Context: an optimization exercise on an open-source flow, tuned for small area and a short achievable clock period. The choices shown serve that exercise and are no tape-out recipe.
The RTL was checked by simulation tests, not by an equivalence proof against the original design.
No activity file was given, so power comes from the tool's default toggle rates.

==> flow/design.v <==
module SPI_SLAVE (
    input            MOSI,
    input            SS_n,
    input            clk,
    input            rst_n,
    input      [7:0] rd_data,    
    output reg       MISO,
    output           pre,        
    output reg       act,        
    output reg [9:0] word
);
    localparam IC = 2'd0, WR = 2'd1, RA = 2'd2, RD = 2'd3;
    reg [1:0] mode;
    reg [4:0] k;
    reg       flag;              
    reg [7:0] dout;              
    assign pre = !SS_n && mode != IC && k == 5'd14;
    always @(posedge clk)
        word <= {word[8:0], MOSI};
    always @(posedge clk or negedge rst_n) begin
        if (!rst_n) begin
            mode <= IC;
            k    <= 5'd3;
            flag <= 1'b0;
            act  <= 1'b0;
            MISO <= 1'b0;
            dout <= 8'd0;
        end else begin
            act  <= pre;
            MISO <= 1'b0;
            if (act && word[9:8] == 2'b11)
                dout <= rd_data;
            if (SS_n) begin
                mode <= IC;
                k    <= 5'd3;
                if (mode == IC || mode == WR)
                    flag <= 1'b0;
            end else begin
                case (mode)
                    IC: begin
                        if (k == 5'd3) begin
                            k <= 5'd4;
                        end else begin
                            k    <= 5'd5;
                            mode <= MOSI ? (flag ? RD : RA) : WR;
                        end
                    end
                    WR, RA: begin
                        if (k != 5'd15)
                            k <= k + 5'd1;
                        if (mode == WR)
                            flag <= 1'b0;
                        else if (k == 5'd14)
                            flag <= 1'b1;
                    end
                    RD: begin
                        k <= (k == 5'd24) ? 5'd3 : k + 5'd1;
                        if (k == 5'd14)
                            flag <= 1'b0;
                        if (k[4:3] == 2'b10)
                            MISO <= dout[k[2:0]];
                    end
                endcase
            end
        end
    end
endmodule
module RAM (
    input             clk,
    input             rst_n,
    input             pre,       
    input             MOSI,
    input             act,       
    input      [9:0]  din,
    output reg [7:0]  P
);
    localparam NR = 22;
    reg [1:0] c3, c4;
    reg       rho;
    reg [4:0] R;
    reg [1:0] H, lo;
    reg       z;
    reg       pend;          
    reg       cmr;           
    reg       capr;          
    reg       cap0r;         
    reg [7:0] pdata;
    reg [7:0] T;             
    wire [1:0] n3 = c3[1] ? 2'd0 : c3 + 2'd1;
    wire [1:0] n4 = c4 + 2'd1;
    always @(posedge clk) begin
        c3  <= n3;
        c4  <= n4;
        rho <= rho ^ (n3 == 2'd0 && n4 == 2'd0);
    end
    wire [5:0] x = din[6:1];
    reg  [4:0] q;
    reg  [1:0] hq;
    always @(*) begin
        if (x[1:0] != 2'd3) begin
            q  = {1'b0, x[5:2]};
            hq = x[1:0];
        end else if (x[3:2] != 2'd3) begin
            q  = {3'b100, x[5:4]};
            hq = x[3:2];
        end else if (x[5:4] != 2'd3) begin
            q  = 5'd20;
            hq = x[5:4];
        end else begin
            q  = 5'd21;
            hq = 2'd0;
        end
    end
    always @(posedge clk) begin
        if (pre && !din[7]) begin
            R  <= q;
            H  <= hq;
            lo <= {din[0], MOSI};
        end else if (pre && z) begin
            R  <= 5'd0;
            H  <= 2'd0;
            lo <= 2'd0;
        end
    end
    always @(posedge clk or negedge rst_n) begin
        if (!rst_n)
            z <= 1'b1;
        else if (act)
            z <= 1'b0;
    end
    wire write_op = act && din[9:8] == 2'b01;
    wire pend_n   = write_op || (pend && !cmr);
    wire match_n  = n4 == lo && (R == 5'd21 || n3 == H);
    always @(posedge clk) begin
        if (write_op)
            pdata <= din[7:0];
        pend  <= pend_n;
        cmr   <= pend_n && match_n;
        capr  <= match_n;
        cap0r <= n3 == 2'd0 && n4 == 2'd0;
    end
    wire [8*NR-1:0] tap;
    wire [8*NR-1:0] tap1;
    wire [7:0] wd = pdata ^ {8{rho}};
    genvar r;
    generate
        for (r = 0; r < NR; r = r + 1) begin : g_ring
            localparam L = (r == NR - 1) ? 4 : 12;
            reg [8*L-1:0] f;
            wire we = cmr && R == r;
            wire [7:0] last = f[8*L-1:8*L-8];
            if (r == NR - 1) begin : g_plain
                always @(posedge clk)
                    f <= {f[8*L-9:0], we ? pdata : last};
            end else begin : g_inv
                always @(posedge clk)
                    f <= {f[8*L-9:0], ~(we ? wd : last)};
            end
            assign tap[8*r +: 8]  = last;
            assign tap1[8*r +: 8] = f[8*L-9:8*L-16];
        end
    endgenerate
    always @(posedge clk)
        T <= tap1[8*R +: 8];
    wire       rz  = R == 5'd0 && H == 2'd0 && lo == 2'd0;
    wire [7:0] tv  = T ^ {8{rho && R != 5'd21}};
    wire [7:0] t0v = tap[7:0] ^ {8{rho}};
    always @(posedge clk) begin
        if (z) begin
            if (cap0r)
                P <= (cmr && rz) ? pdata : t0v;
        end else begin
            if (capr)
                P <= cmr ? pdata : tv;
        end
    end
endmodule
module SPI_Wrapper (
    input   MOSI,
    input   wclk,
    input   wrst_n,
    input   SS_n,
    output  MISO
);
    wire       pre;
    wire       act;
    wire [9:0] word;
    wire [7:0] rd_data;
    SPI_SLAVE SPI (
        .MOSI(MOSI),
        .SS_n(SS_n),
        .clk(wclk),
        .rst_n(wrst_n),
        .rd_data(rd_data),
        .MISO(MISO),
        .pre(pre),
        .act(act),
        .word(word)
    );
    RAM Ram (
        .clk(wclk),
        .rst_n(wrst_n),
        .pre(pre),
        .MOSI(MOSI),
        .act(act),
        .din(word),
        .P(rd_data)
    );
endmodule
clock: 6.0 ns
lec_check: 0
cap_margin: 30
core_margin: 2
core_utilization: 50
cts_buf_list: sky130_fd_sc_hd__clkbuf_16
cts_cluster_diameter: 80
cts_cluster_size: 30
setup_slack_margin: 3.7
slew_margin: 30
run.sh (not shown) runs the stock make flow with config.mk's settings and CLKGATE_MAP_FILE= SYNTH_SCRIPT=/design/flow/synth_recipe.tcl, a recipe that flattens the netlist after the stock synthesis.
==> next run, changes <==
--- a/flow/design.v
+++ b/flow/design.v
@@ -74,21 +74,23 @@
     input      [9:0]  din,
     output reg [7:0]  P
 );
     localparam NR = 22;
     reg [1:0] c3, c4;
     reg       rho;
-    reg [4:0] R;
+    reg [3:0] ra;
+    reg [5:0] rb;
     reg [1:0] H, lo;
     reg       z;
     reg       pend;          
     reg       cmr;           
     reg       capr;          
     reg       cap0r;         
     reg [7:0] pdata;
     reg [7:0] T;             
+    reg       rhoT;          
     wire [1:0] n3 = c3[1] ? 2'd0 : c3 + 2'd1;
     wire [1:0] n4 = c4 + 2'd1;
     always @(posedge clk) begin
         c3  <= n3;
         c4  <= n4;
         rho <= rho ^ (n3 == 2'd0 && n4 == 2'd0);
@@ -110,30 +112,33 @@
             q  = 5'd21;
             hq = 2'd0;
         end
     end
     always @(posedge clk) begin
         if (pre && !din[7]) begin
-            R  <= q;
+            ra <= 4'b0001 << q[1:0];
+            rb <= 6'b000001 << q[4:2];
             H  <= hq;
             lo <= {din[0], MOSI};
         end else if (pre && z) begin
-            R  <= 5'd0;
+            ra <= 4'b0001;
+            rb <= 6'b000001;
             H  <= 2'd0;
             lo <= 2'd0;
         end
     end
+    wire is21 = ra[1] && rb[5];
     always @(posedge clk or negedge rst_n) begin
         if (!rst_n)
             z <= 1'b1;
         else if (act)
             z <= 1'b0;
     end
     wire write_op = act && din[9:8] == 2'b01;
     wire pend_n   = write_op || (pend && !cmr);
-    wire match_n  = n4 == lo && (R == 5'd21 || n3 == H);
+    wire match_n  = n4 == lo && (is21 || n3 == H);
     always @(posedge clk) begin
         if (write_op)
             pdata <= din[7:0];
         pend  <= pend_n;
         cmr   <= pend_n && match_n;
         capr  <= match_n;
@@ -144,29 +149,38 @@
     wire [7:0] wd = pdata ^ {8{rho}};
     genvar r;
     generate
         for (r = 0; r < NR; r = r + 1) begin : g_ring
             localparam L = (r == NR - 1) ? 4 : 12;
             reg [8*L-1:0] f;
-            wire we = cmr && R == r;
+            wire we = cmr && ra[r % 4] && rb[r / 4];
             wire [7:0] last = f[8*L-1:8*L-8];
             if (r == NR - 1) begin : g_plain
                 always @(posedge clk)
                     f <= {f[8*L-9:0], we ? pdata : last};
             end else begin : g_inv
                 always @(posedge clk)
                     f <= {f[8*L-9:0], ~(we ? wd : last)};
             end
             assign tap[8*r +: 8]  = last;
             assign tap1[8*r +: 8] = f[8*L-9:8*L-16];
         end
     endgenerate
-    always @(posedge clk)
-        T <= tap1[8*R +: 8];
-    wire       rz  = R == 5'd0 && H == 2'd0 && lo == 2'd0;
-    wire [7:0] tv  = T ^ {8{rho && R != 5'd21}};
+    reg [7:0] tsel;
+    integer i;
+    always @(*) begin
+        tsel = 8'd0;
+        for (i = 0; i < NR; i = i + 1)
+            tsel = tsel | (tap1[8*i +: 8] & {8{ra[i % 4] && rb[i / 4]}});
+    end
+    always @(posedge clk) begin
+        T    <= tsel;
+        rhoT <= (rho ^ (n3 == 2'd0 && n4 == 2'd0)) && !is21;
+    end
+    wire       rz  = ra[0] && rb[0] && H == 2'd0 && lo == 2'd0;
+    wire [7:0] tv  = T ^ {8{rhoT}};
     wire [7:0] t0v = tap[7:0] ^ {8{rho}};
     always @(posedge clk) begin
         if (z) begin
             if (cap0r)
                 P <= (cmr && rz) ? pdata : t0v;
         end else begin
Result: Cell count is lower by 0.52%; wire length is higher by 6.4%; clock power is higher by about 3%; hold slack degrades by 0.022 ns; sequential share of layout area is higher by 0.86 points; power is higher by 1.8%; global-route usage is higher by 0.97 points; non-clock buffer count is lower by 8; maximum frequency is higher by 0.54%; clock-buffer cell count is higher by 4; via count is higher by 1.0%; utilization is higher by 0.30 points; design area is lower by 0.64%.

-- separate check: timing with driven ports --
No port has a modelled driver above. Below, the same layouts with a new extraction and two added sets of constraints. Step 1 sets driving cells, clkbuf_16 on the clock port and buf_2 on the other inputs (assumed; they add their load-dependent delay and slew). Step 2 times the ports against the registers' clock, not the clock port: input delays grow and output delays shrink by t, the midpoint of the rising clock arrivals with the driver on. Slacks: no drivers / after step 1 / after step 2; pairs: no drivers / after step 1.
run	t (ns)	setup slack, ns	cell pins on the clock port's net
the first run	0.726	3.647 / 3.580 / 3.372	1
the second run	0.715	3.660 / 3.594 / 3.371	1
After both steps setup and hold are still met in every run listed. For the second run, which loses most, drivers alone change the setup slack by -0.066 ns; drivers and shift together by -0.289 ns.
